This is an optimization exercise on Yosys and OpenROAD, whose aim is small area and a short achievable clock period, not a production implementation.
The RTL was checked by simulation tests, not by an equivalence proof against the original design.

$ cat design.v
module nn #(parameter SIZE = 32) (
    input [SIZE-1:0] input_1,
    input [SIZE-1:0] input_2,
    input clk,
    input resetn,
    input enable,
    output [SIZE-1:0] final_output,
    output reg total_ovf,
    output reg total_zero,
    output [2:0] ovf_fsm_stage,
    output [2:0] zero_fsm_stage
);
    localparam [4:0] S_PRE = 5'd0, S_IN = 5'd1, S_OUT = 5'd2, S_POST = 5'd3,
                     S_IDLE = 5'd4, S_DEACT = 5'd8, S_LOAD = 5'd15;
    reg [4:0] st, nst;
    reg is_pre;          
    reg is_idle;         
    reg [28:0] fo_hi;    
    reg fo_2;            
    reg fo_lo;           
    assign final_output = {fo_hi, fo_2, fo_lo, fo_lo};
    reg [2:0] ostg_n, zstg_n;
    assign ovf_fsm_stage = ~ostg_n;
    assign zero_fsm_stage = ~zstg_n;
    reg [4:0] nst0, nst1;
    always @(*) begin
        case (st)
            S_DEACT: begin nst0 = S_DEACT; nst1 = fo_2 ? S_PRE : S_LOAD; end
            S_IDLE:  begin nst0 = S_DEACT; nst1 = S_PRE; end
            S_PRE:   begin nst0 = S_IN;    nst1 = S_IN; end
            S_IN:    begin nst0 = S_OUT;   nst1 = S_OUT; end
            S_OUT:   begin nst0 = S_POST;  nst1 = S_POST; end
            S_POST:  begin nst0 = S_IDLE;  nst1 = S_IDLE; end
            default: begin nst0 = st + 5'd1; nst1 = st + 5'd1; end
        endcase
    end
    always @(*) nst = enable ? nst1 : nst0;
    wire pre0 = (nst0 == S_PRE), pre1 = (nst1 == S_PRE);
    always @(posedge clk or negedge resetn)
        if (!resetn) begin
            st <= S_DEACT;
            is_pre <= 1'b0;
            is_idle <= 1'b0;
        end else begin
            st <= nst;
            is_pre <= enable ? pre1 : pre0;
            is_idle <= (st == S_POST);
        end
    reg signed [29:0] X;
    reg signed [30:0] Y;
    reg zxy;
    wire zin, zpre;
    nn_zdet ZD (.a(input_1[31:2]), .b(input_2[31:1]), .en(is_pre), .z(zin), .zen(zpre));
    always @(posedge clk) begin
        zxy <= zin;
        if (is_pre) begin
            X <= input_1[31:2];
            Y <= input_2[31:1];
        end
    end
    wire x3, y3, x4, y4, xq, yq;
    assign x3 = (~X[29] | (X[28] | (X[27] & (X[26] | (X[25] & (X[24] | (X[23] & (X[22] | (X[21] & (X[20] | (X[19] & (X[18] | (X[17] & (X[16] | (X[15] & (X[14] | (X[13] & (X[12] | (X[11] & (X[10] | (X[9] & (X[8] | (X[7] & (X[6] | (X[5] & (X[4] | (X[3] & (X[2] & (X[1] | (X[0] | 1'b1))))))))))))))))))))))))))))))
        & (X[29] | (~X[28] | (~X[27] & (~X[26] | (~X[25] & (~X[24] | (~X[23] & (~X[22] | (~X[21] & (~X[20] | (~X[19] & (~X[18] | (~X[17] & (~X[16] | (~X[15] & (~X[14] | (~X[13] & (~X[12] | (~X[11] & (~X[10] | (~X[9] & (~X[8] | (~X[7] & (~X[6] | (~X[5] & (~X[4] | (~X[3] & (~X[2] | (~X[1] & (~X[0] | 1'b1))))))))))))))))))))))))))))));
    assign y3 = (~Y[30] | (Y[29] & (Y[28] | (Y[27] | (Y[26] & (Y[25] & (Y[24] | (Y[23] | (Y[22] & (Y[21] & (Y[20] | (Y[19] | (Y[18] & (Y[17] & (Y[16] | (Y[15] | (Y[14] & (Y[13] & (Y[12] | (Y[11] | (Y[10] & (Y[9] & (Y[8] | (Y[7] | (Y[6] & (Y[5] & (Y[4] | (Y[3] | (Y[2] & (Y[1] & (Y[0] & 1'b1)))))))))))))))))))))))))))))))
        & (Y[30] | (~Y[29] & (~Y[28] | (~Y[27] | (~Y[26] & (~Y[25] & (~Y[24] | (~Y[23] | (~Y[22] & (~Y[21] & (~Y[20] | (~Y[19] | (~Y[18] & (~Y[17] & (~Y[16] | (~Y[15] | (~Y[14] & (~Y[13] & (~Y[12] | (~Y[11] | (~Y[10] & (~Y[9] & (~Y[8] | (~Y[7] | (~Y[6] & (~Y[5] & (~Y[4] | (~Y[3] | (~Y[2] & (~Y[1] & (~Y[0] | 1'b1)))))))))))))))))))))))))))))));
    assign x4 = (~X[29] | (X[28] & (X[27] & (X[26] & (X[25] | (X[24] & (X[23] | (X[22] & (X[21] | (X[20] & (X[19] | (X[18] & (X[17] | (X[16] & (X[15] | (X[14] & (X[13] | (X[12] & (X[11] | (X[10] & (X[9] | (X[8] & (X[7] | (X[6] & (X[5] | (X[4] & (X[3] | (X[2] & (X[1] & (X[0] | 1'b1))))))))))))))))))))))))))))))
        & (X[29] | (~X[28] & (~X[27] & (~X[26] & (~X[25] | (~X[24] & (~X[23] | (~X[22] & (~X[21] | (~X[20] & (~X[19] | (~X[18] & (~X[17] | (~X[16] & (~X[15] | (~X[14] & (~X[13] | (~X[12] & (~X[11] | (~X[10] & (~X[9] | (~X[8] & (~X[7] | (~X[6] & (~X[5] | (~X[4] & (~X[3] | (~X[2] & (~X[1] | (~X[0] | 1'b1))))))))))))))))))))))))))))));
    assign y4 = (~Y[30] | (Y[29] & (Y[28] & (Y[27] & (Y[26] & (Y[25] | (Y[24] & (Y[23] | (Y[22] & (Y[21] & (Y[20] & (Y[19] | (Y[18] | (Y[17] | (Y[16] | (Y[15] & (Y[14] | (Y[13] & (Y[12] | (Y[11] | (Y[10] | (Y[9] & (Y[8] & (Y[7] & (Y[6] & (Y[5] | (Y[4] & (Y[3] & (Y[2] | (Y[1] | (Y[0] | 1'b1)))))))))))))))))))))))))))))))
        & (Y[30] | (~Y[29] & (~Y[28] & (~Y[27] & (~Y[26] & (~Y[25] | (~Y[24] & (~Y[23] | (~Y[22] & (~Y[21] & (~Y[20] & (~Y[19] | (~Y[18] | (~Y[17] | (~Y[16] | (~Y[15] & (~Y[14] | (~Y[13] & (~Y[12] | (~Y[11] | (~Y[10] | (~Y[9] & (~Y[8] & (~Y[7] & (~Y[6] & (~Y[5] | (~Y[4] & (~Y[3] | (~Y[2] & (~Y[1] & (~Y[0] | 1'b1)))))))))))))))))))))))))))))));
    assign xq = (~X[29] | (X[28] & (X[27] & (X[26] & (X[25] | (X[24] | (X[23] | (X[22] & (X[21] & (X[20] & (X[19] | (X[18] | (X[17] | (X[16] & (X[15] & (X[14] & (X[13] | (X[12] | (X[11] | (X[10] & (X[9] & (X[8] & (X[7] | (X[6] | (X[5] | (X[4] & (X[3] & (X[2] & (X[1] & (X[0] | 1'b1))))))))))))))))))))))))))))))
        & (X[29] | (~X[28] & (~X[27] & (~X[26] & (~X[25] | (~X[24] | (~X[23] | (~X[22] & (~X[21] & (~X[20] & (~X[19] | (~X[18] | (~X[17] | (~X[16] & (~X[15] & (~X[14] & (~X[13] | (~X[12] | (~X[11] | (~X[10] & (~X[9] & (~X[8] & (~X[7] | (~X[6] | (~X[5] | (~X[4] & (~X[3] & (~X[2] | (~X[1] & (~X[0] & 1'b1))))))))))))))))))))))))))))));
    assign yq = (~Y[30] | (Y[29] & (Y[28] & (Y[27] & (Y[26] | (Y[25] | (Y[24] & (Y[23] & (Y[22] | (Y[21] | (Y[20] & (Y[19] & (Y[18] | (Y[17] | (Y[16] & (Y[15] & (Y[14] | (Y[13] | (Y[12] & (Y[11] & (Y[10] | (Y[9] | (Y[8] & (Y[7] & (Y[6] | (Y[5] | (Y[4] & (Y[3] & (Y[2] | (Y[1] & (Y[0] & 1'b1)))))))))))))))))))))))))))))))
        & (Y[30] | (~Y[29] & (~Y[28] & (~Y[27] & (~Y[26] | (~Y[25] | (~Y[24] & (~Y[23] & (~Y[22] | (~Y[21] | (~Y[20] & (~Y[19] & (~Y[18] | (~Y[17] | (~Y[16] & (~Y[15] & (~Y[14] | (~Y[13] | (~Y[12] & (~Y[11] & (~Y[10] | (~Y[9] | (~Y[8] & (~Y[7] & (~Y[6] | (~Y[5] | (~Y[4] & (~Y[3] & (~Y[2] | (~Y[1] | (~Y[0] | 1'b1)))))))))))))))))))))))))))))));
    wire [26:0] xs = X[26:0];
    wire [27:0] yv = Y[27:0];
    wire [31:0] ssum;             
    wire [31:29] vsum;
    wire ok32 = (ssum[31:30] == 2'b00) || (ssum[31:30] == 2'b11);   
    wire ok30 = (ssum[31:28] == 4'h0) || (ssum[31:28] == 4'hf);     
    wire v_ok = (vsum[31:29] == 3'b000) || (vsum[31:29] == 3'b111);
    reg qovf, qzero, ok32r, ok30r, n3;
    wire ovf3 = ~(x3 & y3);
    wire quirk = ostg_n[2];    
    wire ovf4 = quirk ? qovf : ~(x4 & y4 & ok32r);
    wire zero4 = quirk & qzero;         
    wire ovf5 = total_ovf | ~ok30r;
    always @(posedge clk) begin
        ok32r <= ok32;
        ok30r <= ok30;
    end
    always @(posedge clk or negedge resetn) begin
        if (!resetn) begin
            total_ovf <= 1'b0;
            ostg_n <= 3'd0;
        end else begin
            case (st)
                S_DEACT: if (enable) begin
                    total_ovf <= 1'b0; ostg_n <= 3'd0;
                end
                S_IN:   if (ovf3) begin total_ovf <= 1'b1; ostg_n <= ~3'd3; end
                S_OUT:  if (ovf4) begin total_ovf <= 1'b1; ostg_n <= ~3'd4; end
                S_POST: if (ovf5) begin total_ovf <= 1'b1; ostg_n <= ~3'd5; end
                default: ;
            endcase
        end
    end
    reg tz_o;
    reg [2:0] zs_o;
    always @(*) begin
        tz_o = total_zero;
        zs_o = zstg_n;
        case (st)
            S_DEACT: if (enable) begin tz_o = 1'b0; zs_o = 3'd0; end
            S_IN:    if (!ovf3 && zxy) begin tz_o = 1'b1; zs_o = ~3'd3; end
            S_OUT:   if (!ovf4 && zero4) begin tz_o = 1'b1; zs_o = ~3'd4; end
            default: ;
        endcase
    end
    always @(posedge clk or negedge resetn) begin
        if (!resetn) begin
            total_zero <= 1'b0;
            zstg_n <= 3'd0;
        end else begin
            total_zero <= zpre | tz_o;
            zstg_n <= zpre ? ~3'd2 : zs_o;
        end
    end
    always @(posedge clk or negedge resetn) begin
        if (!resetn) begin
            fo_hi <= 29'd0;
            fo_2 <= 1'b0;
            fo_lo <= 1'b0;
        end else if (st == S_POST) begin
            fo_2 <= 1'b1;
            fo_hi <= ovf5 ? {29{1'b1}} : ssum[28:0];
            fo_lo <= ovf5;
        end
    end
    always @(posedge clk)
        if (st == S_IN) n3 <= ~ovf3;
    always @(posedge clk or negedge resetn) begin
        if (!resetn) begin
            qovf <= 1'b0;
            qzero <= 1'b1;
        end else if (is_idle && n3) begin
            qovf <= ~(xq & yq & v_ok);
            qzero <= 1'b0;
        end
    end
  wire wS_1;
  wire wS_2;
  assign wS_1 = xs[0] ^ xs[1];
  assign wS_2 = xs[0] | xs[1];
  wire wS_3;
  wire wS_4;
  wS_fa uwS_3 (xs[1], xs[2], yv[1], wS_3, wS_4);
  wire wS_5;
  wire wS_6;
  assign wS_5 = xs[2] ^ xs[3];
  assign wS_6 = xs[2] | xs[3];
  wire wS_7;
  wire wS_8;
  wS_ha uwS_7 (yv[2], yv[3], wS_7, wS_8);
  wire wS_9;
  wire wS_10;
  assign wS_9 = xs[3] ^ xs[4];
  assign wS_10 = xs[3] | xs[4];
  wire wS_11;
  wire wS_12;
  wS_fa uwS_11 (yv[3], yv[4], yv[7], wS_11, wS_12);
  wire wS_13;
  wire wS_14;
  assign wS_13 = xs[4] ^ xs[5];
  assign wS_14 = xs[4] | xs[5];
  wire wS_15;
  wire wS_16;
  wS_fa uwS_15 (yv[4], yv[5], yv[8], wS_15, wS_16);
  wire wS_17;
  wire wS_18;
  assign wS_17 = xs[5] ^ xs[6];
  assign wS_18 = xs[5] | xs[6];
  wire wS_19;
  wire wS_20;
  wS_fa uwS_19 (yv[5], yv[6], yv[9], wS_19, wS_20);
  wire wS_21;
  wire wS_22;
  assign wS_21 = xs[6] ^ xs[7];
  assign wS_22 = xs[6] | xs[7];
  wire wS_23;
  wire wS_24;
  wS_fa uwS_23 (yv[6], yv[7], yv[10], wS_23, wS_24);
  wire wS_25;
  wire wS_26;
  assign wS_25 = xs[7] ^ xs[8];
  assign wS_26 = xs[7] | xs[8];
  wire wS_27;
  wire wS_28;
  wS_fa uwS_27 (yv[7], yv[8], yv[11], wS_27, wS_28);
  wire wS_29;
  wire wS_30;
  assign wS_29 = xs[8] ^ xs[9];
  assign wS_30 = xs[8] | xs[9];
  wire wS_31;
  wire wS_32;
  wS_fa uwS_31 (yv[8], yv[9], yv[12], wS_31, wS_32);
  wire wS_33;
  wire wS_34;
  assign wS_33 = xs[9] ^ xs[10];
  assign wS_34 = xs[9] | xs[10];
  wire wS_35;
  wire wS_36;
  wS_fa uwS_35 (yv[9], yv[10], yv[13], wS_35, wS_36);
  wire wS_37;
  wire wS_38;
  assign wS_37 = xs[10] ^ xs[11];
  assign wS_38 = xs[10] | xs[11];
  wire wS_39;
  wire wS_40;
  wS_fa uwS_39 (yv[10], yv[11], yv[14], wS_39, wS_40);
  wire wS_41;
  wire wS_42;
  assign wS_41 = xs[11] ^ xs[12];
  assign wS_42 = xs[11] | xs[12];
  wire wS_43;
  wire wS_44;
  wS_fa uwS_43 (yv[11], yv[12], yv[15], wS_43, wS_44);
  wire wS_45;
  wire wS_46;
  assign wS_45 = xs[12] ^ xs[13];
  assign wS_46 = xs[12] | xs[13];
  wire wS_47;
  wire wS_48;
  wS_fa uwS_47 (yv[12], yv[13], yv[16], wS_47, wS_48);
  wire wS_49;
  wire wS_50;
  assign wS_49 = xs[13] ^ xs[14];
  assign wS_50 = xs[13] | xs[14];
  wire wS_51;
  wire wS_52;
  wS_fa uwS_51 (yv[13], yv[14], yv[17], wS_51, wS_52);
  wire wS_53;
  wire wS_54;
  assign wS_53 = xs[14] ^ xs[15];
  assign wS_54 = xs[14] | xs[15];
  wire wS_55;
  wire wS_56;
  wS_fa uwS_55 (yv[14], yv[15], yv[18], wS_55, wS_56);
  wire wS_57;
  wire wS_58;
  assign wS_57 = xs[15] ^ xs[16];
  assign wS_58 = xs[15] | xs[16];
  wire wS_59;
  wire wS_60;
  wS_fa uwS_59 (yv[15], yv[16], yv[19], wS_59, wS_60);
  wire wS_61;
  wire wS_62;
  assign wS_61 = xs[16] ^ xs[17];
  assign wS_62 = xs[16] | xs[17];
  wire wS_63;
  wire wS_64;
  wS_fa uwS_63 (yv[16], yv[17], yv[20], wS_63, wS_64);
  wire wS_65;
  wire wS_66;
  assign wS_65 = xs[17] ^ xs[18];
  assign wS_66 = xs[17] | xs[18];
  wire wS_67;
  wire wS_68;
  wS_fa uwS_67 (yv[17], yv[18], yv[21], wS_67, wS_68);
  wire wS_69;
  wire wS_70;
  assign wS_69 = xs[18] ^ xs[19];
  assign wS_70 = xs[18] | xs[19];
  wire wS_71;
  wire wS_72;
  wS_fa uwS_71 (yv[18], yv[19], yv[22], wS_71, wS_72);
  wire wS_73;
  wire wS_74;
  assign wS_73 = xs[19] ^ xs[20];
  assign wS_74 = xs[19] | xs[20];
  wire wS_75;
  wire wS_76;
  wS_fa uwS_75 (yv[19], yv[20], yv[23], wS_75, wS_76);
  wire wS_77;
  wire wS_78;
  assign wS_77 = xs[20] ^ xs[21];
  assign wS_78 = xs[20] | xs[21];
  wire wS_79;
  wire wS_80;
  wS_fa uwS_79 (yv[20], yv[21], yv[24], wS_79, wS_80);
  wire wS_81;
  wire wS_82;
  assign wS_81 = xs[21] ^ xs[22];
  assign wS_82 = xs[21] | xs[22];
  wire wS_83;
  wire wS_84;
  wS_fa uwS_83 (yv[21], yv[22], yv[25], wS_83, wS_84);
  wire wS_85;
  wire wS_86;
  assign wS_85 = xs[22] ^ xs[23];
  assign wS_86 = xs[22] | xs[23];
  wire wS_87;
  wire wS_88;
  wS_fa uwS_87 (yv[22], yv[23], yv[26], wS_87, wS_88);
  wire wS_89;
  wire wS_90;
  wS_fa uwS_89 (xs[23], xs[24], yv[23], wS_89, wS_90);
  wire wS_91;
  wire wS_92;
  assign wS_91 = yv[24] ^ yv[27];
  assign wS_92 = yv[24] & ~yv[27];
  wire wS_93;
  wire wS_94;
  assign wS_93 = xs[24] ^ xs[25];
  assign wS_94 = xs[24] | xs[25];
  wire wS_95;
  wire wS_96;
  wS_ha uwS_95 (yv[24], yv[25], wS_95, wS_96);
  wire wS_97;
  wire wS_98;
  wS_fa uwS_97 (xs[25], yv[25], yv[26], wS_97, wS_98);
  wire wS_99;
  wire wS_100;
  assign wS_99 = yv[26] ^ xs[26];
  assign wS_100 = yv[26] | ~xs[26];
  wire wS_101;
  wire wS_102;
  assign wS_101 = xs[0] ^ yv[0];
  assign wS_102 = xs[0] | yv[0];
  wire wS_103;
  wire wS_104;
  wS_fa uwS_103 (yv[0], yv[1], yv[4], wS_103, wS_104);
  wire wS_105;
  wire wS_106;
  wS_fa uwS_105 (yv[2], yv[5], wS_3, wS_105, wS_106);
  wire wS_107;
  wire wS_108;
  wS_fa uwS_107 (yv[6], wS_7, wS_4, wS_107, wS_108);
  wire wS_109;
  wire wS_110;
  wS_fa uwS_109 (wS_11, wS_6, wS_8, wS_109, wS_110);
  wire wS_111;
  wire wS_112;
  wS_fa uwS_111 (wS_15, wS_10, wS_12, wS_111, wS_112);
  wire wS_113;
  wire wS_114;
  wS_fa uwS_113 (wS_19, wS_14, wS_16, wS_113, wS_114);
  wire wS_115;
  wire wS_116;
  wS_fa uwS_115 (wS_23, wS_18, wS_20, wS_115, wS_116);
  wire wS_117;
  wire wS_118;
  wS_fa uwS_117 (wS_27, wS_22, wS_24, wS_117, wS_118);
  wire wS_119;
  wire wS_120;
  wS_fa uwS_119 (wS_31, wS_26, wS_28, wS_119, wS_120);
  wire wS_121;
  wire wS_122;
  wS_fa uwS_121 (wS_35, wS_30, wS_32, wS_121, wS_122);
  wire wS_123;
  wire wS_124;
  wS_fa uwS_123 (wS_39, wS_34, wS_36, wS_123, wS_124);
  wire wS_125;
  wire wS_126;
  wS_fa uwS_125 (wS_43, wS_38, wS_40, wS_125, wS_126);
  wire wS_127;
  wire wS_128;
  wS_fa uwS_127 (wS_47, wS_42, wS_44, wS_127, wS_128);
  wire wS_129;
  wire wS_130;
  wS_fa uwS_129 (wS_51, wS_46, wS_48, wS_129, wS_130);
  wire wS_131;
  wire wS_132;
  wS_fa uwS_131 (wS_55, wS_50, wS_52, wS_131, wS_132);
  wire wS_133;
  wire wS_134;
  wS_fa uwS_133 (wS_59, wS_54, wS_56, wS_133, wS_134);
  wire wS_135;
  wire wS_136;
  wS_fa uwS_135 (wS_63, wS_58, wS_60, wS_135, wS_136);
  wire wS_137;
  wire wS_138;
  wS_fa uwS_137 (wS_67, wS_62, wS_64, wS_137, wS_138);
  wire wS_139;
  wire wS_140;
  wS_fa uwS_139 (wS_71, wS_66, wS_68, wS_139, wS_140);
  wire wS_141;
  wire wS_142;
  wS_fa uwS_141 (wS_75, wS_70, wS_72, wS_141, wS_142);
  wire wS_143;
  wire wS_144;
  wS_fa uwS_143 (wS_79, wS_74, wS_76, wS_143, wS_144);
  wire wS_145;
  wire wS_146;
  wS_fa uwS_145 (wS_83, wS_78, wS_80, wS_145, wS_146);
  wire wS_147;
  wire wS_148;
  wS_fa uwS_147 (wS_87, wS_82, wS_84, wS_147, wS_148);
  wire wS_149;
  wire wS_150;
  wS_fa uwS_149 (wS_89, wS_86, wS_88, wS_149, wS_150);
  wire wS_151;
  wire wS_152;
  wS_fa uwS_151 (wS_95, wS_90, wS_92, wS_151, wS_152);
  wire wS_153;
  wire wS_154;
  wS_fa uwS_153 (wS_97, wS_94, wS_96, wS_153, wS_154);
  wire wS_155;
  wire wS_156;
  wS_ha uwS_155 (wS_99, wS_98, wS_155, wS_156);
  wire wS_157;
  wire wS_158;
  assign wS_157 = wS_100 ^ yv[27];
  assign wS_158 = wS_100 | ~yv[27];
  wire wS_159;
  wire wS_160;
  wS_ha uwS_159 (wS_103, wS_102, wS_159, wS_160);
  wire wS_161;
  wire wS_162;
  wS_fa uwS_161 (wS_2, wS_105, wS_104, wS_161, wS_162);
  wire wS_163;
  wire wS_164;
  wS_fa uwS_163 (wS_107, wS_106, ~wS_5, wS_163, wS_164);
  wire wS_165;
  wire wS_166;
  wS_fa uwS_165 (wS_109, wS_108, ~wS_9, wS_165, wS_166);
  wire wS_167;
  wire wS_168;
  wS_fa uwS_167 (wS_111, wS_110, ~wS_13, wS_167, wS_168);
  wire wS_169;
  wire wS_170;
  wS_fa uwS_169 (wS_113, wS_112, ~wS_17, wS_169, wS_170);
  wire wS_171;
  wire wS_172;
  wS_fa uwS_171 (wS_115, wS_114, ~wS_21, wS_171, wS_172);
  wire wS_173;
  wire wS_174;
  wS_fa uwS_173 (wS_117, wS_116, ~wS_25, wS_173, wS_174);
  wire wS_175;
  wire wS_176;
  wS_fa uwS_175 (wS_119, wS_118, ~wS_29, wS_175, wS_176);
  wire wS_177;
  wire wS_178;
  wS_fa uwS_177 (wS_121, wS_120, ~wS_33, wS_177, wS_178);
  wire wS_179;
  wire wS_180;
  wS_fa uwS_179 (wS_123, wS_122, ~wS_37, wS_179, wS_180);
  wire wS_181;
  wire wS_182;
  wS_fa uwS_181 (wS_125, wS_124, ~wS_41, wS_181, wS_182);
  wire wS_183;
  wire wS_184;
  wS_fa uwS_183 (wS_127, wS_126, ~wS_45, wS_183, wS_184);
  wire wS_185;
  wire wS_186;
  wS_fa uwS_185 (wS_129, wS_128, ~wS_49, wS_185, wS_186);
  wire wS_187;
  wire wS_188;
  wS_fa uwS_187 (wS_131, wS_130, ~wS_53, wS_187, wS_188);
  wire wS_189;
  wire wS_190;
  wS_fa uwS_189 (wS_133, wS_132, ~wS_57, wS_189, wS_190);
  wire wS_191;
  wire wS_192;
  wS_fa uwS_191 (wS_135, wS_134, ~wS_61, wS_191, wS_192);
  wire wS_193;
  wire wS_194;
  wS_fa uwS_193 (wS_137, wS_136, ~wS_65, wS_193, wS_194);
  wire wS_195;
  wire wS_196;
  wS_fa uwS_195 (wS_139, wS_138, ~wS_69, wS_195, wS_196);
  wire wS_197;
  wire wS_198;
  wS_fa uwS_197 (wS_141, wS_140, ~wS_73, wS_197, wS_198);
  wire wS_199;
  wire wS_200;
  wS_fa uwS_199 (wS_143, wS_142, ~wS_77, wS_199, wS_200);
  wire wS_201;
  wire wS_202;
  wS_fa uwS_201 (wS_145, wS_144, ~wS_81, wS_201, wS_202);
  wire wS_203;
  wire wS_204;
  wS_fa uwS_203 (wS_147, wS_146, ~wS_85, wS_203, wS_204);
  wire wS_205;
  wire wS_206;
  wS_fa uwS_205 (wS_149, wS_148, ~wS_91, wS_205, wS_206);
  wire wS_207;
  wire wS_208;
  wS_fa uwS_207 (wS_151, wS_150, ~wS_93, wS_207, wS_208);
  wire wS_209;
  wire wS_210;
  wS_fa uwS_209 (wS_153, wS_152, ~xs[26], wS_209, wS_210);
  wire wS_211;
  wire wS_212;
  wS_fa uwS_211 (wS_155, wS_154, ~yv[27], wS_211, wS_212);
  wire wS_213;
  wire wS_214;
  wS_ha uwS_213 (wS_157, wS_156, wS_213, wS_214);
  wire [31:0] wS_a = {wS_213, wS_211, wS_209, wS_207, wS_205, wS_203, wS_201, wS_199, wS_197, wS_195, wS_193, wS_191, wS_189, wS_187, wS_185, wS_183, wS_181, wS_179, wS_177, wS_175, wS_173, wS_171, wS_169, wS_167, wS_165, wS_163, wS_161, ~wS_1, yv[3], yv[2], yv[1], yv[0]};
  wire [31:0] wS_b = {wS_212, wS_210, wS_208, wS_206, wS_204, wS_202, wS_200, wS_198, wS_196, wS_194, wS_192, wS_190, wS_188, wS_186, wS_184, wS_182, wS_180, wS_178, wS_176, wS_174, wS_172, wS_170, wS_168, wS_166, wS_164, wS_162, wS_160, wS_159, ~wS_101, 1'b1, 1'b1, 1'b0};
  wire [31:0] wS_p0 = wS_a ^ wS_b;
  wire [31:0] wS_g0 = wS_a & wS_b;
  wire wS_G0_1 = wS_g0[1] | (wS_p0[1] & wS_g0[0]);
  wire wS_P0_1 = wS_p0[1] & wS_p0[0];
  wire wS_G0_3 = wS_g0[3] | (wS_p0[3] & wS_g0[2]);
  wire wS_P0_3 = wS_p0[3] & wS_p0[2];
  wire wS_G0_5 = wS_g0[5] | (wS_p0[5] & wS_g0[4]);
  wire wS_P0_5 = wS_p0[5] & wS_p0[4];
  wire wS_G0_7 = wS_g0[7] | (wS_p0[7] & wS_g0[6]);
  wire wS_P0_7 = wS_p0[7] & wS_p0[6];
  wire wS_G0_9 = wS_g0[9] | (wS_p0[9] & wS_g0[8]);
  wire wS_P0_9 = wS_p0[9] & wS_p0[8];
  wire wS_G0_11 = wS_g0[11] | (wS_p0[11] & wS_g0[10]);
  wire wS_P0_11 = wS_p0[11] & wS_p0[10];
  wire wS_G0_13 = wS_g0[13] | (wS_p0[13] & wS_g0[12]);
  wire wS_P0_13 = wS_p0[13] & wS_p0[12];
  wire wS_G0_15 = wS_g0[15] | (wS_p0[15] & wS_g0[14]);
  wire wS_P0_15 = wS_p0[15] & wS_p0[14];
  wire wS_G0_17 = wS_g0[17] | (wS_p0[17] & wS_g0[16]);
  wire wS_P0_17 = wS_p0[17] & wS_p0[16];
  wire wS_G0_19 = wS_g0[19] | (wS_p0[19] & wS_g0[18]);
  wire wS_P0_19 = wS_p0[19] & wS_p0[18];
  wire wS_G0_21 = wS_g0[21] | (wS_p0[21] & wS_g0[20]);
  wire wS_P0_21 = wS_p0[21] & wS_p0[20];
  wire wS_G0_23 = wS_g0[23] | (wS_p0[23] & wS_g0[22]);
  wire wS_P0_23 = wS_p0[23] & wS_p0[22];
  wire wS_G0_25 = wS_g0[25] | (wS_p0[25] & wS_g0[24]);
  wire wS_P0_25 = wS_p0[25] & wS_p0[24];
  wire wS_G0_27 = wS_g0[27] | (wS_p0[27] & wS_g0[26]);
  wire wS_P0_27 = wS_p0[27] & wS_p0[26];
  wire wS_G0_29 = wS_g0[29] | (wS_p0[29] & wS_g0[28]);
  wire wS_P0_29 = wS_p0[29] & wS_p0[28];
  wire wS_G0_31 = wS_g0[31] | (wS_p0[31] & wS_g0[30]);
  wire wS_P0_31 = wS_p0[31] & wS_p0[30];
  wire wS_G1_3 = wS_G0_3 | (wS_P0_3 & wS_G0_1);
  wire wS_P1_3 = wS_P0_3 & wS_P0_1;
  wire wS_G1_7 = wS_G0_7 | (wS_P0_7 & wS_G0_5);
  wire wS_P1_7 = wS_P0_7 & wS_P0_5;
  wire wS_G1_11 = wS_G0_11 | (wS_P0_11 & wS_G0_9);
  wire wS_P1_11 = wS_P0_11 & wS_P0_9;
  wire wS_G1_15 = wS_G0_15 | (wS_P0_15 & wS_G0_13);
  wire wS_P1_15 = wS_P0_15 & wS_P0_13;
  wire wS_G1_19 = wS_G0_19 | (wS_P0_19 & wS_G0_17);
  wire wS_P1_19 = wS_P0_19 & wS_P0_17;
  wire wS_G1_23 = wS_G0_23 | (wS_P0_23 & wS_G0_21);
  wire wS_P1_23 = wS_P0_23 & wS_P0_21;
  wire wS_G1_27 = wS_G0_27 | (wS_P0_27 & wS_G0_25);
  wire wS_P1_27 = wS_P0_27 & wS_P0_25;
  wire wS_G1_31 = wS_G0_31 | (wS_P0_31 & wS_G0_29);
  wire wS_P1_31 = wS_P0_31 & wS_P0_29;
  wire wS_G2_7 = wS_G1_7 | (wS_P1_7 & wS_G1_3);
  wire wS_P2_7 = wS_P1_7 & wS_P1_3;
  wire wS_G2_15 = wS_G1_15 | (wS_P1_15 & wS_G1_11);
  wire wS_P2_15 = wS_P1_15 & wS_P1_11;
  wire wS_G2_23 = wS_G1_23 | (wS_P1_23 & wS_G1_19);
  wire wS_P2_23 = wS_P1_23 & wS_P1_19;
  wire wS_G2_31 = wS_G1_31 | (wS_P1_31 & wS_G1_27);
  wire wS_P2_31 = wS_P1_31 & wS_P1_27;
  wire wS_G3_15 = wS_G2_15 | (wS_P2_15 & wS_G2_7);
  wire wS_P3_15 = wS_P2_15 & wS_P2_7;
  wire wS_G3_31 = wS_G2_31 | (wS_P2_31 & wS_G2_23);
  wire wS_P3_31 = wS_P2_31 & wS_P2_23;
  wire wS_G4_31 = wS_G3_31 | (wS_P3_31 & wS_G3_15);
  wire wS_P4_31 = wS_P3_31 & wS_P3_15;
  wire wS_G5_23 = wS_G2_23 | (wS_P2_23 & wS_G3_15);
  wire wS_P5_23 = wS_P2_23 & wS_P3_15;
  wire wS_G6_11 = wS_G1_11 | (wS_P1_11 & wS_G2_7);
  wire wS_P6_11 = wS_P1_11 & wS_P2_7;
  wire wS_G6_19 = wS_G1_19 | (wS_P1_19 & wS_G3_15);
  wire wS_P6_19 = wS_P1_19 & wS_P3_15;
  wire wS_G6_27 = wS_G1_27 | (wS_P1_27 & wS_G5_23);
  wire wS_P6_27 = wS_P1_27 & wS_P5_23;
  wire wS_G7_5 = wS_G0_5 | (wS_P0_5 & wS_G1_3);
  wire wS_P7_5 = wS_P0_5 & wS_P1_3;
  wire wS_G7_9 = wS_G0_9 | (wS_P0_9 & wS_G2_7);
  wire wS_P7_9 = wS_P0_9 & wS_P2_7;
  wire wS_G7_13 = wS_G0_13 | (wS_P0_13 & wS_G6_11);
  wire wS_P7_13 = wS_P0_13 & wS_P6_11;
  wire wS_G7_17 = wS_G0_17 | (wS_P0_17 & wS_G3_15);
  wire wS_P7_17 = wS_P0_17 & wS_P3_15;
  wire wS_G7_21 = wS_G0_21 | (wS_P0_21 & wS_G6_19);
  wire wS_P7_21 = wS_P0_21 & wS_P6_19;
  wire wS_G7_25 = wS_G0_25 | (wS_P0_25 & wS_G5_23);
  wire wS_P7_25 = wS_P0_25 & wS_P5_23;
  wire wS_G7_29 = wS_G0_29 | (wS_P0_29 & wS_G6_27);
  wire wS_P7_29 = wS_P0_29 & wS_P6_27;
  wire wS_G8_2 = wS_g0[2] | (wS_p0[2] & wS_G0_1);
  wire wS_P8_2 = wS_p0[2] & wS_P0_1;
  wire wS_G8_4 = wS_g0[4] | (wS_p0[4] & wS_G1_3);
  wire wS_P8_4 = wS_p0[4] & wS_P1_3;
  wire wS_G8_6 = wS_g0[6] | (wS_p0[6] & wS_G7_5);
  wire wS_P8_6 = wS_p0[6] & wS_P7_5;
  wire wS_G8_8 = wS_g0[8] | (wS_p0[8] & wS_G2_7);
  wire wS_P8_8 = wS_p0[8] & wS_P2_7;
  wire wS_G8_10 = wS_g0[10] | (wS_p0[10] & wS_G7_9);
  wire wS_P8_10 = wS_p0[10] & wS_P7_9;
  wire wS_G8_12 = wS_g0[12] | (wS_p0[12] & wS_G6_11);
  wire wS_P8_12 = wS_p0[12] & wS_P6_11;
  wire wS_G8_14 = wS_g0[14] | (wS_p0[14] & wS_G7_13);
  wire wS_P8_14 = wS_p0[14] & wS_P7_13;
  wire wS_G8_16 = wS_g0[16] | (wS_p0[16] & wS_G3_15);
  wire wS_P8_16 = wS_p0[16] & wS_P3_15;
  wire wS_G8_18 = wS_g0[18] | (wS_p0[18] & wS_G7_17);
  wire wS_P8_18 = wS_p0[18] & wS_P7_17;
  wire wS_G8_20 = wS_g0[20] | (wS_p0[20] & wS_G6_19);
  wire wS_P8_20 = wS_p0[20] & wS_P6_19;
  wire wS_G8_22 = wS_g0[22] | (wS_p0[22] & wS_G7_21);
  wire wS_P8_22 = wS_p0[22] & wS_P7_21;
  wire wS_G8_24 = wS_g0[24] | (wS_p0[24] & wS_G5_23);
  wire wS_P8_24 = wS_p0[24] & wS_P5_23;
  wire wS_G8_26 = wS_g0[26] | (wS_p0[26] & wS_G7_25);
  wire wS_P8_26 = wS_p0[26] & wS_P7_25;
  wire wS_G8_28 = wS_g0[28] | (wS_p0[28] & wS_G6_27);
  wire wS_P8_28 = wS_p0[28] & wS_P6_27;
  wire wS_G8_30 = wS_g0[30] | (wS_p0[30] & wS_G7_29);
  wire wS_P8_30 = wS_p0[30] & wS_P7_29;
  wire [31:0] wsum_t;
  assign wsum_t[0] = wS_p0[0];
  assign wsum_t[1] = wS_p0[1] ^ wS_g0[0];
  assign wsum_t[2] = wS_p0[2] ^ wS_G0_1;
  assign wsum_t[3] = wS_p0[3] ^ wS_G8_2;
  assign wsum_t[4] = wS_p0[4] ^ wS_G1_3;
  assign wsum_t[5] = wS_p0[5] ^ wS_G8_4;
  assign wsum_t[6] = wS_p0[6] ^ wS_G7_5;
  assign wsum_t[7] = wS_p0[7] ^ wS_G8_6;
  assign wsum_t[8] = wS_p0[8] ^ wS_G2_7;
  assign wsum_t[9] = wS_p0[9] ^ wS_G8_8;
  assign wsum_t[10] = wS_p0[10] ^ wS_G7_9;
  assign wsum_t[11] = wS_p0[11] ^ wS_G8_10;
  assign wsum_t[12] = wS_p0[12] ^ wS_G6_11;
  assign wsum_t[13] = wS_p0[13] ^ wS_G8_12;
  assign wsum_t[14] = wS_p0[14] ^ wS_G7_13;
  assign wsum_t[15] = wS_p0[15] ^ wS_G8_14;
  assign wsum_t[16] = wS_p0[16] ^ wS_G3_15;
  assign wsum_t[17] = wS_p0[17] ^ wS_G8_16;
  assign wsum_t[18] = wS_p0[18] ^ wS_G7_17;
  assign wsum_t[19] = wS_p0[19] ^ wS_G8_18;
  assign wsum_t[20] = wS_p0[20] ^ wS_G6_19;
  assign wsum_t[21] = wS_p0[21] ^ wS_G8_20;
  assign wsum_t[22] = wS_p0[22] ^ wS_G7_21;
  assign wsum_t[23] = wS_p0[23] ^ wS_G8_22;
  assign wsum_t[24] = wS_p0[24] ^ wS_G5_23;
  assign wsum_t[25] = wS_p0[25] ^ wS_G8_24;
  assign wsum_t[26] = wS_p0[26] ^ wS_G7_25;
  assign wsum_t[27] = wS_p0[27] ^ wS_G8_26;
  assign wsum_t[28] = wS_p0[28] ^ wS_G6_27;
  assign wsum_t[29] = wS_p0[29] ^ wS_G8_28;
  assign wsum_t[30] = wS_p0[30] ^ wS_G7_29;
  assign wsum_t[31] = wS_p0[31] ^ wS_G8_30;
    assign ssum = wsum_t;
  wire vS_1;
  wire vS_2;
  assign vS_1 = xs[23] ^ xs[26];
  assign vS_2 = xs[23] | ~xs[26];
  wire vS_3;
  wire vS_4;
  vS_ha uvS_3 (xs[0], xs[3], vS_3, vS_4);
  wire vS_5;
  wire vS_6;
  vS_fa uvS_5 (xs[1], xs[4], ~yv[2], vS_5, vS_6);
  wire vS_7;
  wire vS_8;
  vS_fa uvS_7 (xs[2], xs[5], ~yv[3], vS_7, vS_8);
  wire vS_9;
  wire vS_10;
  vS_fa uvS_9 (xs[3], xs[6], ~yv[4], vS_9, vS_10);
  wire vS_11;
  wire vS_12;
  vS_fa uvS_11 (xs[4], xs[7], ~yv[5], vS_11, vS_12);
  wire vS_13;
  wire vS_14;
  vS_fa uvS_13 (xs[5], xs[8], ~yv[6], vS_13, vS_14);
  wire vS_15;
  wire vS_16;
  vS_fa uvS_15 (xs[6], xs[9], ~yv[7], vS_15, vS_16);
  wire vS_17;
  wire vS_18;
  vS_fa uvS_17 (xs[7], xs[10], ~yv[8], vS_17, vS_18);
  wire vS_19;
  wire vS_20;
  vS_fa uvS_19 (xs[8], xs[11], ~yv[9], vS_19, vS_20);
  wire vS_21;
  wire vS_22;
  vS_fa uvS_21 (xs[9], xs[12], ~yv[10], vS_21, vS_22);
  wire vS_23;
  wire vS_24;
  vS_fa uvS_23 (xs[10], xs[13], ~yv[11], vS_23, vS_24);
  wire vS_25;
  wire vS_26;
  vS_fa uvS_25 (xs[11], xs[14], ~yv[12], vS_25, vS_26);
  wire vS_27;
  wire vS_28;
  vS_fa uvS_27 (xs[12], xs[15], ~yv[13], vS_27, vS_28);
  wire vS_29;
  wire vS_30;
  vS_fa uvS_29 (xs[13], xs[16], ~yv[14], vS_29, vS_30);
  wire vS_31;
  wire vS_32;
  vS_fa uvS_31 (xs[14], xs[17], ~yv[15], vS_31, vS_32);
  wire vS_33;
  wire vS_34;
  vS_fa uvS_33 (xs[15], xs[18], ~yv[16], vS_33, vS_34);
  wire vS_35;
  wire vS_36;
  vS_fa uvS_35 (xs[16], xs[19], ~yv[17], vS_35, vS_36);
  wire vS_37;
  wire vS_38;
  vS_fa uvS_37 (xs[17], xs[20], ~yv[18], vS_37, vS_38);
  wire vS_39;
  wire vS_40;
  vS_fa uvS_39 (xs[18], xs[21], ~yv[19], vS_39, vS_40);
  wire vS_41;
  wire vS_42;
  vS_fa uvS_41 (xs[19], xs[22], ~yv[20], vS_41, vS_42);
  wire vS_43;
  wire vS_44;
  vS_fa uvS_43 (xs[20], xs[23], ~yv[21], vS_43, vS_44);
  wire vS_45;
  wire vS_46;
  vS_fa uvS_45 (xs[21], xs[24], ~yv[22], vS_45, vS_46);
  wire vS_47;
  wire vS_48;
  vS_fa uvS_47 (xs[22], xs[25], ~yv[23], vS_47, vS_48);
  wire vS_49;
  wire vS_50;
  assign vS_49 = vS_1 ^ yv[24];
  assign vS_50 = vS_1 & ~yv[24];
  wire vS_51;
  wire vS_52;
  vS_fa uvS_51 (xs[24], yv[27], vS_2, vS_51, vS_52);
  wire vS_53;
  wire vS_54;
  assign vS_53 = xs[25] ^ yv[26];
  assign vS_54 = xs[25] | ~yv[26];
  wire vS_55;
  wire vS_56;
  assign vS_55 = yv[27] ^ xs[26];
  assign vS_56 = yv[27] | ~xs[26];
  wire vS_57;
  wire vS_58;
  assign vS_57 = xs[0] ^ yv[0];
  assign vS_58 = xs[0] | ~yv[0];
  wire vS_59;
  wire vS_60;
  assign vS_59 = xs[1] ^ yv[1];
  assign vS_60 = xs[1] | ~yv[1];
  wire vS_61;
  wire vS_62;
  vS_fa uvS_61 (~xs[2], yv[0], yv[2], vS_61, vS_62);
  wire vS_63;
  wire vS_64;
  vS_fa uvS_63 (~vS_3, yv[1], yv[3], vS_63, vS_64);
  wire vS_65;
  wire vS_66;
  vS_fa uvS_65 (vS_5, vS_4, ~yv[4], vS_65, vS_66);
  wire vS_67;
  wire vS_68;
  vS_fa uvS_67 (vS_7, vS_6, ~yv[5], vS_67, vS_68);
  wire vS_69;
  wire vS_70;
  vS_fa uvS_69 (vS_9, vS_8, ~yv[6], vS_69, vS_70);
  wire vS_71;
  wire vS_72;
  vS_fa uvS_71 (vS_11, vS_10, ~yv[7], vS_71, vS_72);
  wire vS_73;
  wire vS_74;
  vS_fa uvS_73 (vS_13, vS_12, ~yv[8], vS_73, vS_74);
  wire vS_75;
  wire vS_76;
  vS_fa uvS_75 (vS_15, vS_14, ~yv[9], vS_75, vS_76);
  wire vS_77;
  wire vS_78;
  vS_fa uvS_77 (vS_17, vS_16, ~yv[10], vS_77, vS_78);
  wire vS_79;
  wire vS_80;
  vS_fa uvS_79 (vS_19, vS_18, ~yv[11], vS_79, vS_80);
  wire vS_81;
  wire vS_82;
  vS_fa uvS_81 (vS_21, vS_20, ~yv[12], vS_81, vS_82);
  wire vS_83;
  wire vS_84;
  vS_fa uvS_83 (vS_23, vS_22, ~yv[13], vS_83, vS_84);
  wire vS_85;
  wire vS_86;
  vS_fa uvS_85 (vS_25, vS_24, ~yv[14], vS_85, vS_86);
  wire vS_87;
  wire vS_88;
  vS_fa uvS_87 (vS_27, vS_26, ~yv[15], vS_87, vS_88);
  wire vS_89;
  wire vS_90;
  vS_fa uvS_89 (vS_29, vS_28, ~yv[16], vS_89, vS_90);
  wire vS_91;
  wire vS_92;
  vS_fa uvS_91 (vS_31, vS_30, ~yv[17], vS_91, vS_92);
  wire vS_93;
  wire vS_94;
  vS_fa uvS_93 (vS_33, vS_32, ~yv[18], vS_93, vS_94);
  wire vS_95;
  wire vS_96;
  vS_fa uvS_95 (vS_35, vS_34, ~yv[19], vS_95, vS_96);
  wire vS_97;
  wire vS_98;
  vS_fa uvS_97 (vS_37, vS_36, ~yv[20], vS_97, vS_98);
  wire vS_99;
  wire vS_100;
  vS_fa uvS_99 (vS_39, vS_38, ~yv[21], vS_99, vS_100);
  wire vS_101;
  wire vS_102;
  vS_fa uvS_101 (vS_41, vS_40, ~yv[22], vS_101, vS_102);
  wire vS_103;
  wire vS_104;
  vS_fa uvS_103 (vS_43, vS_42, ~yv[23], vS_103, vS_104);
  wire vS_105;
  wire vS_106;
  vS_fa uvS_105 (vS_45, vS_44, ~yv[24], vS_105, vS_106);
  wire vS_107;
  wire vS_108;
  vS_fa uvS_107 (vS_47, vS_46, ~yv[25], vS_107, vS_108);
  wire vS_109;
  wire vS_110;
  vS_fa uvS_109 (~vS_48, yv[26], vS_49, vS_109, vS_110);
  wire vS_111;
  wire vS_112;
  vS_fa uvS_111 (vS_51, vS_50, ~yv[25], vS_111, vS_112);
  wire vS_113;
  wire vS_114;
  vS_ha uvS_113 (vS_53, vS_52, vS_113, vS_114);
  wire vS_115;
  wire vS_116;
  vS_ha uvS_115 (vS_55, vS_54, vS_115, vS_116);
  wire vS_c1 = (vS_57 & 1'b0) | (vS_57 & 1'b0) | (1'b0 & 1'b0);
  wire vS_c2 = (vS_59 & vS_58) | (vS_59 & vS_c1) | (vS_58 & vS_c1);
  wire vS_c3 = (~vS_61 & vS_60) | (~vS_61 & vS_c2) | (vS_60 & vS_c2);
  wire vS_c4 = (~vS_63 & ~vS_62) | (~vS_63 & vS_c3) | (~vS_62 & vS_c3);
  wire vS_c5 = (vS_65 & ~vS_64) | (vS_65 & vS_c4) | (~vS_64 & vS_c4);
  wire vS_c6 = (vS_67 & vS_66) | (vS_67 & vS_c5) | (vS_66 & vS_c5);
  wire vS_c7 = (vS_69 & vS_68) | (vS_69 & vS_c6) | (vS_68 & vS_c6);
  wire vS_c8 = (vS_71 & vS_70) | (vS_71 & vS_c7) | (vS_70 & vS_c7);
  reg vS_cr8;
  always @(posedge clk) vS_cr8 <= vS_c8;
  wire vS_c9 = (vS_73 & vS_72) | (vS_73 & vS_cr8) | (vS_72 & vS_cr8);
  wire vS_c10 = (vS_75 & vS_74) | (vS_75 & vS_c9) | (vS_74 & vS_c9);
  wire vS_c11 = (vS_77 & vS_76) | (vS_77 & vS_c10) | (vS_76 & vS_c10);
  wire vS_c12 = (vS_79 & vS_78) | (vS_79 & vS_c11) | (vS_78 & vS_c11);
  wire vS_c13 = (vS_81 & vS_80) | (vS_81 & vS_c12) | (vS_80 & vS_c12);
  wire vS_c14 = (vS_83 & vS_82) | (vS_83 & vS_c13) | (vS_82 & vS_c13);
  wire vS_c15 = (vS_85 & vS_84) | (vS_85 & vS_c14) | (vS_84 & vS_c14);
  wire vS_c16 = (vS_87 & vS_86) | (vS_87 & vS_c15) | (vS_86 & vS_c15);
  reg vS_cr16;
  always @(posedge clk) vS_cr16 <= vS_c16;
  wire vS_c17 = (vS_89 & vS_88) | (vS_89 & vS_cr16) | (vS_88 & vS_cr16);
  wire vS_c18 = (vS_91 & vS_90) | (vS_91 & vS_c17) | (vS_90 & vS_c17);
  wire vS_c19 = (vS_93 & vS_92) | (vS_93 & vS_c18) | (vS_92 & vS_c18);
  wire vS_c20 = (vS_95 & vS_94) | (vS_95 & vS_c19) | (vS_94 & vS_c19);
  wire vS_c21 = (vS_97 & vS_96) | (vS_97 & vS_c20) | (vS_96 & vS_c20);
  wire vS_c22 = (vS_99 & vS_98) | (vS_99 & vS_c21) | (vS_98 & vS_c21);
  wire vS_c23 = (vS_101 & vS_100) | (vS_101 & vS_c22) | (vS_100 & vS_c22);
  wire vS_c24 = (vS_103 & vS_102) | (vS_103 & vS_c23) | (vS_102 & vS_c23);
  reg vS_cr24;
  always @(posedge clk) vS_cr24 <= vS_c24;
  wire vS_c25 = (vS_105 & vS_104) | (vS_105 & vS_cr24) | (vS_104 & vS_cr24);
  wire vS_c26 = (vS_107 & vS_106) | (vS_107 & vS_c25) | (vS_106 & vS_c25);
  wire vS_c27 = (~vS_109 & vS_108) | (~vS_109 & vS_c26) | (vS_108 & vS_c26);
  wire vS_c28 = (vS_111 & ~vS_110) | (vS_111 & vS_c27) | (~vS_110 & vS_c27);
  wire vS_c29 = (vS_113 & vS_112) | (vS_113 & vS_c28) | (vS_112 & vS_c28);
  wire vS_s29 = vS_115 ^ vS_114 ^ vS_c29;
  wire vS_c30 = (vS_115 & vS_114) | (vS_115 & vS_c29) | (vS_114 & vS_c29);
  wire vS_s30 = vS_56 ^ vS_116 ^ vS_c30;
  wire vS_c31 = (vS_56 & vS_116) | (vS_56 & vS_c30) | (vS_116 & vS_c30);
  wire vS_s31 = 1'b1 ^ 1'b0 ^ vS_c31;
    assign vsum = {vS_s31, vS_s30, vS_s29};
endmodule
module nn_zdet(input [29:0] a, input [30:0] b, input en, output z, output zen);
  assign z = ~|a | ~|b;
  assign zen = en & z;
endmodule
module wS_fa(input a, input b, input c, output s, output co);
  assign s = a ^ b ^ c;
  assign co = (a & b) | (a & c) | (b & c);
endmodule
module wS_ha(input a, input b, output s, output co);
  assign s = a ^ b;
  assign co = a & b;
endmodule
module vS_fa(input a, input b, input c, output s, output co);
  assign s = a ^ b ^ c;
  assign co = (a & b) | (a & c) | (b & c);
endmodule
module vS_ha(input a, input b, output s, output co);
  assign s = a ^ b;
  assign co = a & b;
endmodule
$ cat flow/run.sh
#!/bin/bash
# Standard ORFS layout (the standard.sh), with two changes to how it is made:
#  - port buffers are sky130_fd_sc_hd__buf_2 instead of the resizer's default pick
#    (a slow delay buffer), so the input and output paths are not padded;
#  - timing repair aims at a setup margin below the clock period, so paths are
#    repaired toward the period the design can reach rather than only to 21 ns.
# Synthesis is the standard one, unchanged. Each tool's log stays under orfs/logs.
set -euo pipefail
bash standard.sh synth > make_synth.log 2>&1
export BUFFER_PORTS_ARGS="-buffer_cell sky130_fd_sc_hd__buf_2"
export SETUP_SLACK_MARGIN=15.5
bash standard.sh > make_layout.log 2>&1
$ cat standard.sh
#!/bin/bash
# synth_recipe.tcl (not shown) runs the flow's synth.tcl, then flattens the netlist and writes it again
# the make line also repeats each setting of config.mk as NAME=value (left out here)
make -C /OpenROAD-flow-scripts/flow DESIGN_CONFIG=/design/flow/config.mk WORK_HOME=/design/flow/orfs CLKGATE_MAP_FILE= SYNTH_SCRIPT=/design/flow/synth_recipe.tcl "${@:-finish}"
$ cat config.mk
export PLATFORM = sky130hd
export DESIGN_NAME = nn
export DESIGN_NICKNAME = nn
export VERILOG_FILES = /design/flow/design.v
export SDC_FILE = /design/flow/constraint.sdc
export NUM_CORES = 4
export LEC_CHECK = 0
export CAP_MARGIN = 20
export CORE_MARGIN = 2
export CORE_UTILIZATION = 60
export SLEW_MARGIN = 20
export SYNTH_HIERARCHICAL = 1
$ cat constraint.sdc
create_clock -name core_clock -period 21.0 [get_ports {clk}]
set_input_delay 4.2000 -clock core_clock [delete_from_list [all_inputs] [get_ports {clk}]]
set_output_delay 4.2000 -clock core_clock [all_outputs]
set_load 0.01 [all_outputs]
==> results of run 1 <==
==> final cells by class <==
type,instances,share of cell area
Multi-Input combinational cell,597,0.5419
Sequential cell,116,0.2746
Timing Repair Buffer,135,0.06544
Inverter,143,0.04625
Clock buffer,17,0.03666
Tap cell,220,0.02372
Clock inverter,15,0.01143
==> sequential cells by signal, summed over array words and instances, names as in the netlist, 3 cells and up <==
| name | flops |
|---|---|
| st | 5 |
| X | 30 |
| Y | 31 |
| ostg_n | 3 |
| fo_hi | 29 |
| zstg_n | 3 |
==> Yosys stat by module, one instance, submodules excluded <==
module   cell area [um^2]  copies in the design  cells inside  flops+latches
nn                   7207                     1           713            116
vS_ha               12.51                     3             1              0
wS_ha               12.51                     5             1              0
wS_fa               20.02                    75             1              0
vS_fa               20.02                    49             1              0
nn_zdet             146.4                     1            22              0
==> logic make-up after synthesis <==
| logic type | share of synthesized area |
|---|---|
| multiplexers | 0.003022 |
| AND/OR/NAND/NOR | 0.08878 |
| AO/OA/AOI/OAI | 0.1155 |
| flip-flops | 0.3206 |
| adder cells (fa/ha/maj) | 0.3952 |
| buffers and inverters | 0.05931 |
| XOR/XNOR | 0.01763 |
==> worst max-delay path: cells and delay by family <==
family | cells | cell delay [ns]
buf+inv | 1 | 0.11
simple gates | 4 | 0.96
compound gates | 2 | 0.49
==> Yosys cell counts, types with 6 or more instances <==
| cell | instances |
|---|---|
| fa_1 | 140 |
| inv_1 | 139 |
| ha_1 | 75 |
| edfxtp_1 | 62 |
| nor2_1 | 53 |
| a21oi_1 | 50 |
| dfrtp_1 | 46 |
| nand2_1 | 24 |
| nor4_1 | 20 |
| nand3_1 | 19 |
| nor3_1 | 19 |
| xnor2_1 | 17 |
| o21ai_0 | 16 |
| nand4_1 | 13 |
| o22a_1 | 13 |
| maj3_2 | 12 |
| o211ai_1 | 8 |
| a211oi_1 | 7 |
| clkbuf_1 | 7 |
| nand2b_1 | 7 |
| a21o_1 | 6 |
| dfxtp_1 | 6 |
| o221ai_1 | 6 |
==> metal layers <==
| layer | vias up | track usage | share of wire |
|---|---|---|---|
| li1 | 3333 | - | - |
| met2 | 320 | 0.4508 | 0.47 |
| met4 | 0 | 0.09916 | 0.024 |
| met3 | 48 | 0.04866 | 0.064 |
| met5 | - | 0 | 0 |
| met1 | 3708 | 0.4147 | 0.44 |
==> timing repair <==
| action | 4_1_cts | 5_1_grt |
|---|---|---|
| cloned | 0 | 0 |
| setup endpoints to repair | 6 | 2 |
| pin swaps | 1 | 16 |
| gates resized for setup | 7 | 13 |
| setup buffers | 12 | 18 |
==> through the flow <==
stage	std cells	area, um^2	hold slack, ns	setup WS (ns)
CTS	1225	11390	0.5065	15.50
finish	1243	11600	0.5028	15.57
detailed placement	1181	10690	0.4967	14.78
global placement	1181	10690	0.4831	14.74
global route	1243	11600	0.5117	15.42
floorplan	867	9936	0.4733	15.73
==> placed cells by master (no fill, tap or decap), types with 13 or more instances in the layout <==
cell / instances
nor4_1: 18
nor3_1: 19
inv_1: 139
buf_2: 103
fa_1: 137
o21ai_0: 16
ha_1: 71
o22a_1: 13
dfrtp_1: 45
clkbuf_16: 17
nand4_1: 13
xnor2_1: 16
nor2_1: 53
buf_4: 31
nand2_1: 23
edfxtp_1: 62
nand3_1: 19
a21oi_1: 49
==> final timing paths <==
check / endpoint / startpoint / cells past startpoint
worst max-delay path: zstg_n[0]$_DFFE_PN0P_ / input_2[2] / 7
worst min-delay path: qzero$_DFFE_PN1P_ / qzero$_DFFE_PN1P_ / 1
worst max register to register: ok30r$_DFF_P_ / Y[10]$_DFFE_PP_ / 20
worst min register to register: qzero$_DFFE_PN1P_ / qzero$_DFFE_PN1P_ / 1
max in group asynchronous: is_pre$_DFF_PN0_ / resetn / 2
min in group asynchronous: fo_hi[5]$_DFFE_PN0P_ / resetn / 2
==> reports/metrics.yaml, run 1 <==
tritoncts: "built"
critPathMaxFanout: 5
antenna_found_initial: 1
period_needed_ns: 5.428
gp_congestion: 0.9253
dieArea_um2: 17610
fillers: 1228
reg2reg_slack_ns: 15.69
num_io_pins: 107
synth.distinct_cells: 66
synth_area_leader_cell: "fa_1"
finalClockSkew_ns: 0.01798
ys_top_cells_by_area: "fa_1, edfxtp_1, dfrtp_1, ha_1, inv_1"
die_w_um: 132.7
syn_nets: 1149
cp.arrival_ns: 5.76
via_count: 7409
drt_pass1_iterations: 5
cts_buffers: 17
min_period_over_period: 0.2585
insertion_delay_ns: 0.43
via_per_inst: 5.961
cts-root-buf: "clkbuf_16"
hold_violations: 0
grt_pass1_wl_um: 39330
n_antenna_cell: 0
ant_nets: 0
timing.slew.headroom: 0.4170
finalSetupViolCount: 0
rsz0062_at_grt: "yes"
crit_type: "input pin to register"
drcViolationCount: 0
multi_input_area_um2: 6289
hp-class: "register to register"
slowest_delay_ns: 0.37
regArea_um2: 3187
worstMarginPinSlew_ns: 0.8691
grt-ovfl-total: 0
ys_ff_latch: 116
grt_pass1_vias: 7657
cts.sinks: 116
syn_area_um2: 9936
die_h_um: 132.7
routedWlPerCell_um: 19.60
fmax_mhz: 184.2
fin_util: 0.7073
status: "finished clean"
area_growth_pct: 16.80
postSynth.asyncResetShare: 0.4138
avgSynthCellArea_um2: 11.46
cap_violations: 0
cts_htree_levels: 4
path_clk_slew_ns: 0.06
wirelength_um: 24360
final.setup.tns_ns: 0
worstSetupStartpointType: "input pin"
fp-row-count: 47
syn_inst: 867
num-nets-final: 1292
synth-edff-count: 62
endpoint_kind: "register"
netlist.area_leader.share: 0.2821
yosys_warnings: 7
yosys_most_used_dff: "edfxtp_1"
initial_core_util: 0.6056
grt_max_degree: 63
port_buffers: 103
required_ns: 21.33
postCtsHoldBufs: 0
path_cells: "buf_2 -> nor4_2 -> nand4_1 -> o22ai_2 -> and2_1 -> nor2_1 -> a22oi_1"
final-max-slew-violation-count: 0
core_area_um2: 16410
drive_gt1_frac: 0.2043
slowest_stage: "nor4_2"
grtUsageTotal: 0.2883
drt_iter0_drc: 591
clk_path_buf_depth: 2
hpwlAfterDp_um: 18410
seq_area_frac_synth: 0.3206
==> run 2, diff against run 1 <==
--- a/flow/run.sh
+++ b/flow/run.sh
@@ -9,4 +9,4 @@
 bash standard.sh synth > make_synth.log 2>&1
 export BUFFER_PORTS_ARGS="-buffer_cell sky130_fd_sc_hd__buf_2"
-export SETUP_SLACK_MARGIN=15.5
+export SETUP_SLACK_MARGIN=15.75
 bash standard.sh > make_layout.log 2>&1
==> run 2 against run 1 <==
  * Critical endpoint unchanged
  * Global-route usage is 0.95 points higher
  * Largest cell class unchanged
  * Sequential share of layout area is 0.35 points lower
  * Via count hardly changed
  * Highest routed layer unchanged
  * Critical path depth stayed put
  * Fmax is 3.9% higher
  * Still clean on timing, DRC and antenna
==> reports/metrics.yaml, run 2 <==
largest-register: "Y"
die_h_um: 132.7
cts_buffers: 17
yosys_most_used_dff: "edfxtp_1"
core_area_um2: 16410
yosys_warnings: 7
cp.arrival_ns: 5.55
worstSetupStartpointType: "input pin"
grt_max_degree: 63
grt_pass1_wl_um: 40390
fmax_mhz: 191.4
ys_top_cells_by_area: "fa_1, edfxtp_1, dfrtp_1, ha_1, inv_1"
netlist.area_leader.share: 0.2821
initial_core_util: 0.6056
syn_area_um2: 9936
finalClockSkew_ns: 0.01726
final-max-slew-violation-count: 0
min_period_over_period: 0.2488
ant_nets: 0
drive_gt1_frac: 0.2278
drt_iter0_drc: 675
synth.most_common_cell: "fa_1"
largest_reg_flops: 31
required_ns: 21.33
grtUsageTotal: 0.2979
crit_type: "input pin to register"
hpwlAfterDp_um: 18310
num-nets-final: 1296
num_io_pins: 107
cts_htree_levels: 4
reg_top3: "Y: 31 flops, X: 30 flops, fo_hi: 29 flops"
grt-ovfl-total: 0
holdPathStages: 1
ys_ff_latch: 116
finalInstanceArea_um2: 11760
via_per_inst: 5.937
syn_nets: 1149
tritoncts: "built"
synth-edff-count: 62
synth_commonest_cells: "fa_1, inv_1, ha_1"
postSynth.asyncResetShare: 0.4138
drcViolationCount: 0
timing.slew.headroom: 0.4250
port_buffers: 103
hp-class: "register to register"
endpoint_kind: "register"
antenna_found_initial: 0
synth_area_leader_cell: "fa_1"
dieArea_um2: 17610
final_cell_mix: "inv_1, fa_1, buf_2"
insertion_delay_ns: 0.43
period_needed_ns: 5.225
place_inst: 1181
die_w_um: 132.7
r2r_cells: 20
status: "finished clean"
fin_cells: 1247
hold_violations: 0
postCtsHoldBufs: 0
fp-row-count: 47
postPlaceCellArea_um2: 10720
cts.sinks: 116
cap_violations: 0
via_count: 7403
routedWlPerCell_um: 19.76
syn_inst: 867
rsz0062_at_grt: "yes"
n_antenna_cell: 0
area_growth_pct: 18.36
grt_pass1_vias: 7843
fin_util: 0.7168
wirelength_um: 24640
gp_congestion: 0.9264
drt_pass1_iterations: 6
clk_path_buf_depth: 2
critPathMaxFanout: 5
worstMarginPinSlew_ns: 0.8572
cts-root-buf: "clkbuf_16"
seq_area_frac_synth: 0.3206
path_clk_slew_ns: 0.06
finalSetupViolCount: 0
synth.distinct_cells: 66
final.setup.tns_ns: 0
layout_commonest_cell: "inv_1"
avgSynthCellArea_um2: 11.46
run 2: cell counts after synthesis:
No cell type changed its count.
run 2: cells by family after synthesis:
family	synth area share
fa+ha+maj	0.3952
flops	0.3206
compound gates	0.1155
xor+xnor	0.01763
buf+inv	0.05931
simple gates	0.08878
mux	0.003022
run 2: cell type report:
class                           count  area (um^2)
Multi-Input combinational cell    597         6417
Clock inverter                     15        107.6
Sequential cell                   116         3188
Tap cell                          220        275.3
Clock buffer                       17        425.4
Timing Repair Buffer              139        809.5
Fill cell                        1175         4647
Inverter                          143        536.8
run 2: worst paths after layout:
path / slack [ns] / end / from
worst max-delay path: 15.77 / zstg_n[0]$_DFFE_PN0P_ / input_1[3]
worst min-delay path: 0.50 / qzero$_DFFE_PN1P_ / qzero$_DFFE_PN1P_
worst max register to register: 15.85 / ok30r$_DFF_P_ / Y[8]$_DFFE_PP_
worst min register to register: 0.50 / qzero$_DFFE_PN1P_ / qzero$_DFFE_PN1P_
max in group asynchronous: 16.68 / is_pre$_DFF_PN0_ / resetn
min in group asynchronous: 3.87 / fo_hi[7]$_DFFE_PN0P_ / resetn
run 2: metal layers:
metal / vias to the layer above / share of wire / wire length (um) / GRT usage
met3: 57 / 0.068 / 1686 / 0.05939
met5: - / 0 / 0 / 0
met4: 0 / 0.027 / 667 / 0.1177
li1: 3339 / - / - / -
met1: 3661 / 0.45 / 11060 / 0.4253
met2: 346 / 0.46 / 11220 / 0.4551
run 2: timing repair:
| item | in CTS | in global routing |
|---|---|---|
| endpoints found under the setup margin | 8 | 6 |
| hold endpoints to repair | 0 | 0 |
| setup buffers | 28 | 6 |
| resized for setup | 33 | 12 |
| pin swaps | 25 | 27 |
run 2: Yosys stat by module (local to each module, per instance):
| module | times used | cells inside |
|---|---|---|
| wS_ha | 5 | 1 |
| vS_fa | 49 | 1 |
| wS_fa | 75 | 1 |
| nn_zdet | 1 | 22 |
| vS_ha | 3 | 1 |
| nn | 1 | 713 |
run 2: worst max-delay path, stage by stage:
cell     delay (ns)
buf_6          0.10
nor4_4         0.36
nand4_1        0.24
o22ai_4        0.23
and2_4         0.21
nor2_1         0.05
a22oi_1        0.16
run 2: stage by stage:
stage	setup slack [ns]	hold WS, ns
finish	15.77	0.4966
global route	15.61	0.5133
CTS	15.69	0.5013
detailed placement	14.73	0.4910
global placement	14.76	0.4826
floorplan	15.75	0.4733

## port drivers added, routing unchanged
The results above use ideal ports. As a check the final layouts listed here were re-extracted and re-timed, cells and wires unchanged. Step 1 (the two cells are an assumption about what drives the block):
set clk [get_ports {clk}]
set_driving_cell -lib_cell sky130_fd_sc_hd__clkbuf_16 $clk
set_driving_cell -lib_cell sky130_fd_sc_hd__buf_2 [delete_from_list [all_inputs] $clk]
Step 2 moves the port delays by t, midway between the first and last clock arrival at a register: inputs arrive t later, outputs are due t later. That takes back most of the time a late clock gives input paths. Three values: ideal ports, drivers, drivers and shift; two values: the first two.
| run | t (ns) | setup WS [ns] | worst data-port slew with drivers (ns) | pins driven straight from the clock port |
|---|---|---|---|---|
| run 1 | 0.467 | 15.572 / 15.594 / 15.127 | 0.04 | 1 |
| run 2 | 0.464 | 15.775 / 15.747 / 15.323 | 0.04 | 1 |
After both steps every run listed still meets setup and hold. For run 2, which loses most, drivers alone change the setup slack by -0.028 ns; drivers and shift together by -0.452 ns.
